This is an optimization exercise on Yosys and OpenROAD, whose aim is small area, not a production implementation. RTL that was checked went through simulation tests only; none was proved equivalent to the original. No functional check of the RTL was part of run 2. No activity file was given, so power comes from the tool's default toggle rates.

## flow/design.v (module list and top-level ports; edited modules follow where they fit)
// module dot_product_stage_1: 24 lines
// module vd_mul: 1212 lines
// module vd_fa: 6 lines
// module vd_gtn: 6 lines
// module vd_xnor: 5 lines
// module vd_xor: 5 lines
// module vd_or: 5 lines
// module vd_gt: 6 lines
// module dot_product_stage_2: 105 lines
// module dot_product_TOP: 17 lines
module dot_product_TOP (in_vector_1, in_vector_2, clk, out_scalar);
  // ...
==> flow/flow/run.sh <==
#!/bin/bash
# The standard layout with: buf_1 port buffers, synthesis buffers removed at
# floorplan (placement is not timing driven), and a clock tree of clkbuf_4
# without dummy loads.
set -euo pipefail
export BUFFER_PORTS_ARGS="-buffer_cell sky130_fd_sc_hd__buf_1"
export REMOVE_ABC_BUFFERS=1
export CTS_ARGS="-sink_clustering_enable -repair_clock_nets -dont_use_dummy_load -buf_list sky130_fd_sc_hd__clkbuf_4"
bash standard.sh > standard.log 2>&1
==> flow/standard.sh <==
#!/bin/bash
# synth_recipe.tcl (not shown) runs the flow's synth.tcl, then flattens the netlist and writes it again
# the make line also repeats each setting of config.mk as NAME=value (left out here)
make -C /OpenROAD-flow-scripts/flow DESIGN_CONFIG=/design/flow/config.mk WORK_HOME=/design/flow/orfs CLKGATE_MAP_FILE= SYNTH_SCRIPT=/design/flow/synth_recipe.tcl "${@:-finish}"
==> flow/config.mk <==
export PLATFORM = sky130hd
export DESIGN_NAME = dot_product_TOP
export DESIGN_NICKNAME = dot_product_TOP
export VERILOG_FILES = /design/flow/design.v
export SDC_FILE = /design/flow/constraint.sdc
export NUM_CORES = 4
export LEC_CHECK = 0
export CAP_MARGIN = 0
export CORE_MARGIN = 2
export CORE_UTILIZATION = 70
export GPL_TIMING_DRIVEN = 0
export SLEW_MARGIN = 0
export SYNTH_HIERARCHICAL = 1
export SYNTH_MINIMUM_KEEP_SIZE = 0
==> flow/constraint.sdc <==
create_clock -name core_clock -period 10.0 [get_ports {clk}]
set_input_delay 2.0000 -clock core_clock [delete_from_list [all_inputs] [get_ports {clk}]]
set_output_delay 2.0000 -clock core_clock [all_outputs]
set_load 0.01 [all_outputs]
==> results.cfg, run 1 <==
[setup_path]
r2r_setup_slack_ns = 0.29
r2r-start = stage1_part[36]$_DFF_P_
critPathKind = reg -> reg
cp.depth = 25
critPathTopFamily = adder cells
worst_r2r_path_depth = 25
cp_common_cell = fa_1

[layout]
seq_area_mm2 = 0.00118
nets = 3332
top_regs = stage1_part: 40 flops, stage2_out: 19 flops
inverters = 23
finish.instance_area_mm2 = 0.0248
nFillCells = 2644
dominant_cells = multi-input gates
area_delta_synth_final_pct = 1.97
clk_share_pct = 0.272

[grt]
antenna_found_initial = 0
grt_max_degree = 19
grt-ovfl-total = 0
busiest_layer = met2

[clock_network]
cts_tree = built
clkSinkCount = 59
h-tree-depth = 3

[power_and_ir_drop]
p_per_area_mw_per_mm2 = 313
leakagePower_nw = 8.27
power_mw = 7.76
p_comb_mw = 7.30

[synth]
synthArstFlopShare_pct = 0
synthCells = 2511
synth_cell_types = 58
syn_area_mm2 = 0.0243

[timing]
rsz0062_at_grt = no
slew_violations = 0

[min_path]
holdPathEnd = stage2_out[18]$_DFF_P_

[drt]
dr.pass1.iters = 6
dr_total_vias = 18334
top_layer_used = met4
wl_per_cell_um = 21.0
drt-initial-drc-count = 1350
met3WireLength_um = 6180

[run]
maxCapViolCount = 0

[floorplan]
start_util_pct = 70.8

[placed_design]
finalWeightedCongestion = 0.883
placed_cells = 2900

[run_status]
run_status = complete, no violations
==> run 2, diff against run 1 <==
--- a/flow/design.v
+++ b/flow/design.v
@@ -1124,120 +1124,116 @@
   wire c519;
   vd_fa u519 (.a(c472), .b(s473), .ci(c517), .s(s518), .co(c519));
   wire s520;
   wire c521;
   vd_fa u521 (.a(c474), .b(s475), .ci(c519), .s(s520), .co(c521));
   wire s522;
   wire c523;
   vd_fa u523 (.a(c476), .b(s477), .ci(c521), .s(s522), .co(c523));
-  wire g524;
-  wire t525;
-  vd_gtn u525 (.an(c478), .bn(s479), .g(g524), .t(t525));
-  wire s526;
-  assign s526 = (t525 & ~g524) ^ ~c523;
-  wire c527;
-  assign c527 = g524 | (t525 & ~c523);
-  wire g528;
-  wire t529;
-  vd_gtn u529 (.an(c480), .bn(s481), .g(g528), .t(t529));
-  wire s530;
-  assign s530 = (t529 & ~g528) ^ c527;
-  wire c531;
-  assign c531 = g528 | (t529 & c527);
-  wire g532;
-  wire t533;
-  vd_gtn u533 (.an(c482), .bn(s483), .g(g532), .t(t533));
-  wire s534;
-  assign s534 = (t533 & ~g532) ^ c531;
-  wire c535;
-  assign c535 = g532 | (t533 & c531);
-  wire g536;
-  wire t537;
-  vd_gtn u537 (.an(c484), .bn(s485), .g(g536), .t(t537));
-  wire s538;
-  assign s538 = (t537 & ~g536) ^ c535;
-  wire c539;
-  assign c539 = g536 | (t537 & c535);
-  wire g540;
-  wire t541;
-  vd_gtn u541 (.an(c486), .bn(s487), .g(g540), .t(t541));
-  wire s542;
-  assign s542 = (t541 & ~g540) ^ c539;
-  wire c543;
-  assign c543 = g540 | (t541 & c539);
-  wire g544;
-  wire t545;
-  vd_gtn u545 (.an(c488), .bn(s489), .g(g544), .t(t545));
-  wire s546;
-  assign s546 = (t545 & ~g544) ^ c543;
-  wire c547;
-  assign c547 = g544 | (t545 & c543);
-  wire g548;
-  wire t549;
-  vd_gtn u549 (.an(c490), .bn(s491), .g(g548), .t(t549));
-  wire s550;
-  assign s550 = (t549 & ~g548) ^ c547;
-  wire c551;
-  assign c551 = g548 | (t549 & c547);
-  wire g552;
-  wire t553;
-  vd_gtn u553 (.an(c492), .bn(s493), .g(g552), .t(t553));
-  wire s554;
-  assign s554 = (t553 & ~g552) ^ c551;
-  wire c555;
-  assign c555 = g552 | (t553 & c551);
-  wire g556;
-  wire t557;
-  vd_gtn u557 (.an(c494), .bn(s495), .g(g556), .t(t557));
-  wire s558;
-  assign s558 = (t557 & ~g556) ^ c555;
-  wire c559;
-  assign c559 = g556 | (t557 & c555);
-  wire g560;
-  wire t561;
-  vd_gtn u561 (.an(s497), .bn(c496), .g(g560), .t(t561));
-  wire s562;
-  assign s562 = (t561 & ~g560) ^ c559;
-  wire c563;
-  assign c563 = g560 | (t561 & c559);
-  wire g564;
-  wire t565;
-  vd_gtn u565 (.an(s499), .bn(c498), .g(g564), .t(t565));
-  wire s566;
-  assign s566 = (t565 & ~g564) ^ c563;
-  wire c567;
-  assign c567 = g564 | (t565 & c563);
-  wire g568;
-  wire t569;
-  vd_gtn u569 (.an(c500), .bn(s501), .g(g568), .t(t569));
-  wire s570;
-  assign s570 = (t569 & ~g568) ^ c567;
-  wire c571;
-  assign c571 = g568 | (t569 & c567);
+  wire s524;
+  wire c525;
+  vd_fa u525 (.a(c478), .b(s479), .ci(c523), .s(s524), .co(c525));
+  wire g526;
+  wire t527;
+  vd_gtn u527 (.an(c480), .bn(s481), .g(g526), .t(t527));
+  wire s528;
+  assign s528 = (t527 & ~g526) ^ ~c525;
+  wire c529;
+  assign c529 = g526 | (t527 & ~c525);
+  wire g530;
+  wire t531;
+  vd_gtn u531 (.an(c482), .bn(s483), .g(g530), .t(t531));
+  wire s532;
+  assign s532 = (t531 & ~g530) ^ c529;
+  wire c533;
+  assign c533 = g530 | (t531 & c529);
+  wire g534;
+  wire t535;
+  vd_gtn u535 (.an(c484), .bn(s485), .g(g534), .t(t535));
+  wire s536;
+  assign s536 = (t535 & ~g534) ^ c533;
+  wire c537;
+  assign c537 = g534 | (t535 & c533);
+  wire g538;
+  wire t539;
+  vd_gtn u539 (.an(c486), .bn(s487), .g(g538), .t(t539));
+  wire s540;
+  assign s540 = (t539 & ~g538) ^ c537;
+  wire c541;
+  assign c541 = g538 | (t539 & c537);
+  wire g542;
+  wire t543;
+  vd_gtn u543 (.an(c488), .bn(s489), .g(g542), .t(t543));
+  wire s544;
+  assign s544 = (t543 & ~g542) ^ c541;
+  wire c545;
+  assign c545 = g542 | (t543 & c541);
+  wire g546;
+  wire t547;
+  vd_gtn u547 (.an(c490), .bn(s491), .g(g546), .t(t547));
+  wire s548;
+  assign s548 = (t547 & ~g546) ^ c545;
+  wire c549;
+  assign c549 = g546 | (t547 & c545);
+  wire g550;
+  wire t551;
+  vd_gtn u551 (.an(c492), .bn(s493), .g(g550), .t(t551));
+  wire s552;
+  assign s552 = (t551 & ~g550) ^ c549;
+  wire c553;
+  assign c553 = g550 | (t551 & c549);
+  wire g554;
+  wire t555;
+  vd_gtn u555 (.an(c494), .bn(s495), .g(g554), .t(t555));
+  wire s556;
+  assign s556 = (t555 & ~g554) ^ c553;
+  wire c557;
+  assign c557 = g554 | (t555 & c553);
+  wire g558;
+  wire t559;
+  vd_gtn u559 (.an(s497), .bn(c496), .g(g558), .t(t559));
+  wire s560;
+  assign s560 = (t559 & ~g558) ^ c557;
+  wire c561;
+  assign c561 = g558 | (t559 & c557);
+  wire g562;
+  wire t563;
+  vd_gtn u563 (.an(s499), .bn(c498), .g(g562), .t(t563));
+  wire s564;
+  assign s564 = (t563 & ~g562) ^ c561;
+  wire c565;
+  assign c565 = g562 | (t563 & c561);
+  wire g566;
+  wire t567;
+  vd_gtn u567 (.an(c500), .bn(s501), .g(g566), .t(t567));
+  wire s568;
+  assign s568 = (t567 & ~g566) ^ c565;
+  wire c569;
+  assign c569 = g566 | (t567 & c565);
   wire hi = (a[11] & (|b[17:17])) | (a[12] & (|b[17:16])) | (a[13] & (|b[17:15])) | (a[14] & (|b[17:14])) | (a[15] & (|b[17:13])) | (a[16] & (|b[17:12])) | (a[17] & (|b[17:11]));
-  wire sat = hi | ~c302 | ~c304 | ~c306 | ~c398 | ~c400 | ~c450 | ~c502 | c571;
+  wire sat = hi | ~c302 | ~c304 | ~c306 | ~c398 | ~c400 | ~c450 | ~c502 | c569;
   assign t[0] = ~s512 | sat;
   assign t[1] = ~s514 | sat;
   assign t[2] = ~s516 | sat;
   assign t[3] = ~s518 | sat;
   assign t[4] = ~s520 | sat;
   assign t[5] = ~s522 | sat;
-  assign t[6] = s526 | sat;
-  assign t[7] = s530 | sat;
-  assign t[8] = s534 | sat;
-  assign t[9] = s538 | sat;
-  assign t[10] = s542 | sat;
-  assign t[11] = s546 | sat;
-  assign t[12] = s550 | sat;
-  assign t[13] = s554 | sat;
-  assign t[14] = s558 | sat;
-  assign t[15] = s562 | sat;
-  assign t[16] = s566 | sat;
-  assign t[17] = s570 | sat;
+  assign t[6] = ~s524 | sat;
+  assign t[7] = s528 | sat;
+  assign t[8] = s532 | sat;
+  assign t[9] = s536 | sat;
+  assign t[10] = s540 | sat;
+  assign t[11] = s544 | sat;
+  assign t[12] = s548 | sat;
+  assign t[13] = s552 | sat;
+  assign t[14] = s556 | sat;
+  assign t[15] = s560 | sat;
+  assign t[16] = s564 | sat;
+  assign t[17] = s568 | sat;
 endmodule
 module vd_fa (a, b, ci, s, co);
   input a, b, ci;
   output s, co;
   assign s = a ^ b ^ ci;
   assign co = (a & b) | (ci & (a ^ b));
 endmodule
 module vd_gtn (an, bn, g, t);
==> results.cfg, run 2 <==
[run_status]
run_status = complete, no violations

[layout]
largest_reg_flops = 40
fin_util_pct = 72.4
final_cell_mix = nand2_1, fa_1, xnor2_1, buf_1, dfxtp_1
multi_input_comb_area_mm2 = 0.0223
drive_gt1_share_pct = 4.18
seq_area_mm2 = 0.00118
nFillCells = 2575
final_common_cell = nand2_1
top_register = stage1_part
stdcell_count = 2869
area_delta_synth_final_pct = 2.40
num_antenna_cells = 0
top_regs = stage1_part: 40 flops, stage2_out: 19 flops
finish.instance_area_mm2 = 0.0249
nets = 3293

[clock_network]
cts_inserted_buffers = 9
clkSinkCount = 59
cts-root-buf = clkbuf_4
cts-hold-fix-buffers = 0
h-tree-depth = 3
clockBufferDepth = 2
clock_latency_ns = 0.39
cts_tree = built
clk_pin_slew_ns = 0.08

[setup_path]
critPathKind = in -> reg
end_kind = flop
r2r-start = stage1_part[36]$_DFF_P_
slowest_delay_ns = 0.59
crit_arrival_ns = 9.95
crit_buf_inv = 1
cp-startpoint = in_vector_2[26]
r2r_setup_slack_ns = 0.40
cp-start-kind = primary input
cp_common_cell = fa_1
worst-path-max-fanout = 18
worst_ep_required_time_ns = 10.26
slowest_stage = fa_1
critPathTopFamily = adder cells

[floorplan]
die_h_um = 190
rows = 68
core_area_mm2 = 0.0344
start_util_pct = 70.7
die_area_mm2 = 0.0362
ioPinCount = 134
die_w_um = 190

[placed_design]
finalWeightedCongestion = 0.892
placed_cells = 2858
port-buffer-count = 133
placed_area_mm2 = 0.0246
pre_cts_slack_ns = -0.744
dp_hpwl_um = 47000

[synth]
synth_edf_count = 0
synth_top_area_share_pct = 62.6
syn_area_mm2 = 0.0243
synth.largest_area_cell = fa_1
synthCells = 2475
avgSynthCellArea_um2 = 9.82
ys.flop_type = dfxtp_1
synth.most_common_cell = nand2_1
synth_cell_types = 58
yosysWarnings = 7
synthTopCellsByCount = nand2_1, fa_1, clkbuf_1
synth_area_leaders = fa_1, nand2_1, dfxtp_1, xnor2_1, clkbuf_1
synth_seq_cells = 59
synthArstFlopShare_pct = 0
yosysSeqAreaShare_pct = 4.86

[drt]
wl_per_cell_um = 21.4
drt_wl_total_um = 61500
postRouteAntennaNets = 0
dr_total_vias = 18137
dr.pass1.iters = 5
via_per_inst = 6.32
drt-initial-drc-count = 1256
drcViolationCount = 0

[power_and_ir_drop]
power_mw = 8.11
peakVddDrop_mv = 0.372
p_per_area_mw_per_mm2 = 326
leakagePower_nw = 8.26

[timing]
relSlewSlack_pct = 17.2
fmax_mhz = 103
fin_crit_sh_pct = 96.9
setup_slack_ns = 0.315
rsz0062_at_grt = no
fin_tns_setup_ns = 0
hold_slack_ns = 0.458
worstMarginPinSlew_ns = 1.24
min_period_ns = 9.69
clock_skew_ns = 0.0157
setup_viol = 0
hold_violations = 0
slew_violations = 0

[grt]
grt_pass1_vias = 20227
grt_pass1_wl_um = 102000
grt-ovfl-total = 0
grt_max_degree = 19
track_usage_pct = 36.5
antenna_found_initial = 0

[min_path]
hold_path.class = reg -> reg
hold_path.startpoint = stage1_part[39]$_DFF_P_

[run]
maxCapViolCount = 0
[run 2: kinds of logic after synthesis]
group	synth area share (%)
AO/OA/AOI/OAI	3.14
XOR/XNOR	4.89
adder cells (fa/ha/maj)	63.1
buffers and inverters	3.61
flip-flops	4.86
multiplexers	0.0463
AND/OR/NAND/NOR	20.3
[run 2: path summary, 6_finish.rpt]
path	endpoint	cells after the start
max reg2reg	stage2_out[11]$_DFF_P_	27
min	stage2_out[18]$_DFF_P_	1
min reg2reg	stage2_out[18]$_DFF_P_	1
max	stage1_part[12]$_DFF_P_	26
[run 2: final cells by class]
type                            instances  area share [%]
Multi-Input combinational cell       2201            89.8
Timing Repair Buffer                  137            2.80
Inverter                                8           0.121
Sequential cell                        59            4.75
Clock buffer                            9           0.271
Tap cell                              455            2.29
[run 2: what timing repair did]
| action | CTS | global route |
|---|---|---|
| gates resized for setup | 68 | 148 |
| pin swaps | 1 | 2 |
| setup buffers | 2 | 0 |
| setup endpoints to repair | 45 | 36 |
[run 2: per-module statistics from Yosys, one instance, submodules excluded]
module               flops+latches  times used
vd_mul                           0           3
vd_xnor                          0          51
dot_product_TOP                 59           1
vd_gtn                           0          33
vd_or                            0          54
dot_product_stage_2              0           1
dot_product_stage_1              0           1
vd_fa                            0         759
vd_xor                           0          36
[run 2: worst reg2reg max path: stages, from the launching register on]
cell,delay [ns]
dfxtp_1,0.37
fa_1,0.44
fa_1,0.39
fa_1,0.38
fa_1,0.38
fa_1,0.39
fa_1,0.39
fa_1,0.39
fa_1,0.39
fa_1,0.39
fa_1,0.38
fa_1,0.39
fa_1,0.38
fa_1,0.39
fa_1,0.38
fa_1,0.40
fa_1,0.40
fa_1,0.40
fa_1,0.42
ha_1,0.30
inv_1,0.05
fa_1,0.36
ha_1,0.35
nor3b_4,0.26
buf_4,0.22
o21ai_0,0.13
xor2_1,0.24
nand2_1,0.11
[run 2: layer usage]
| layer | global-route usage, % | wire, um | vias to the layer above |
|---|---|---|---|
| met5 | 0 | 0 | - |
| met4 | 13.1 | 2040 | 0 |
| met3 | 6.11 | 5690 | 187 |
| met2 | 61.6 | 31400 | 1128 |
| met1 | 48.5 | 22400 | 9405 |
| li1 | - | - | 7417 |
[run 2: power by group]
group	leakage (nW)	internal (mW)	total, mW	switching, mW
Combinational	7.72	3.51	7.65	4.14
Clock	0.0414	0.0417	0.112	0.0700
Sequential	0.493	0.316	0.352	0.0367
Total	8.26	3.87	8.11	4.25

## re-timing with driven ports
Ports are ideal in the flow. The routed layouts listed here were re-timed in OpenROAD. Step 1 assumes that a clkbuf_16 drives the clock port and a buf_2 every other input. Step 2 also shifts input and output timing later by t, the mid clock arrival at the registers, as if the neighbouring blocks saw the same clock. Slacks: ideal ports / drivers / drivers and shift; pairs: ideal ports / drivers.
| run | shift t [ns] | slack for setup (ns) | worst hold slack (ns) | slew at the worst register clock pin (ns) | worst data-port slew with drivers (ns) |
|---|---|---|---|---|---|
| run 1 | 0.417 | 0.291 / 0.291 / -0.084 | 0.451 / 0.451 / 0.451 | 0.09 / 0.09 | 0.04 |
| run 2 | 0.412 | 0.315 / 0.292 / -0.120 | 0.458 / 0.458 / 0.458 | 0.09 / 0.09 | 0.05 |
Met with ideal ports but missed after step 2: setup timing in run 1 and run 2. The setup slack of run 2, which loses most, moves by -0.023 ns with the drivers and by -0.435 ns with both steps.
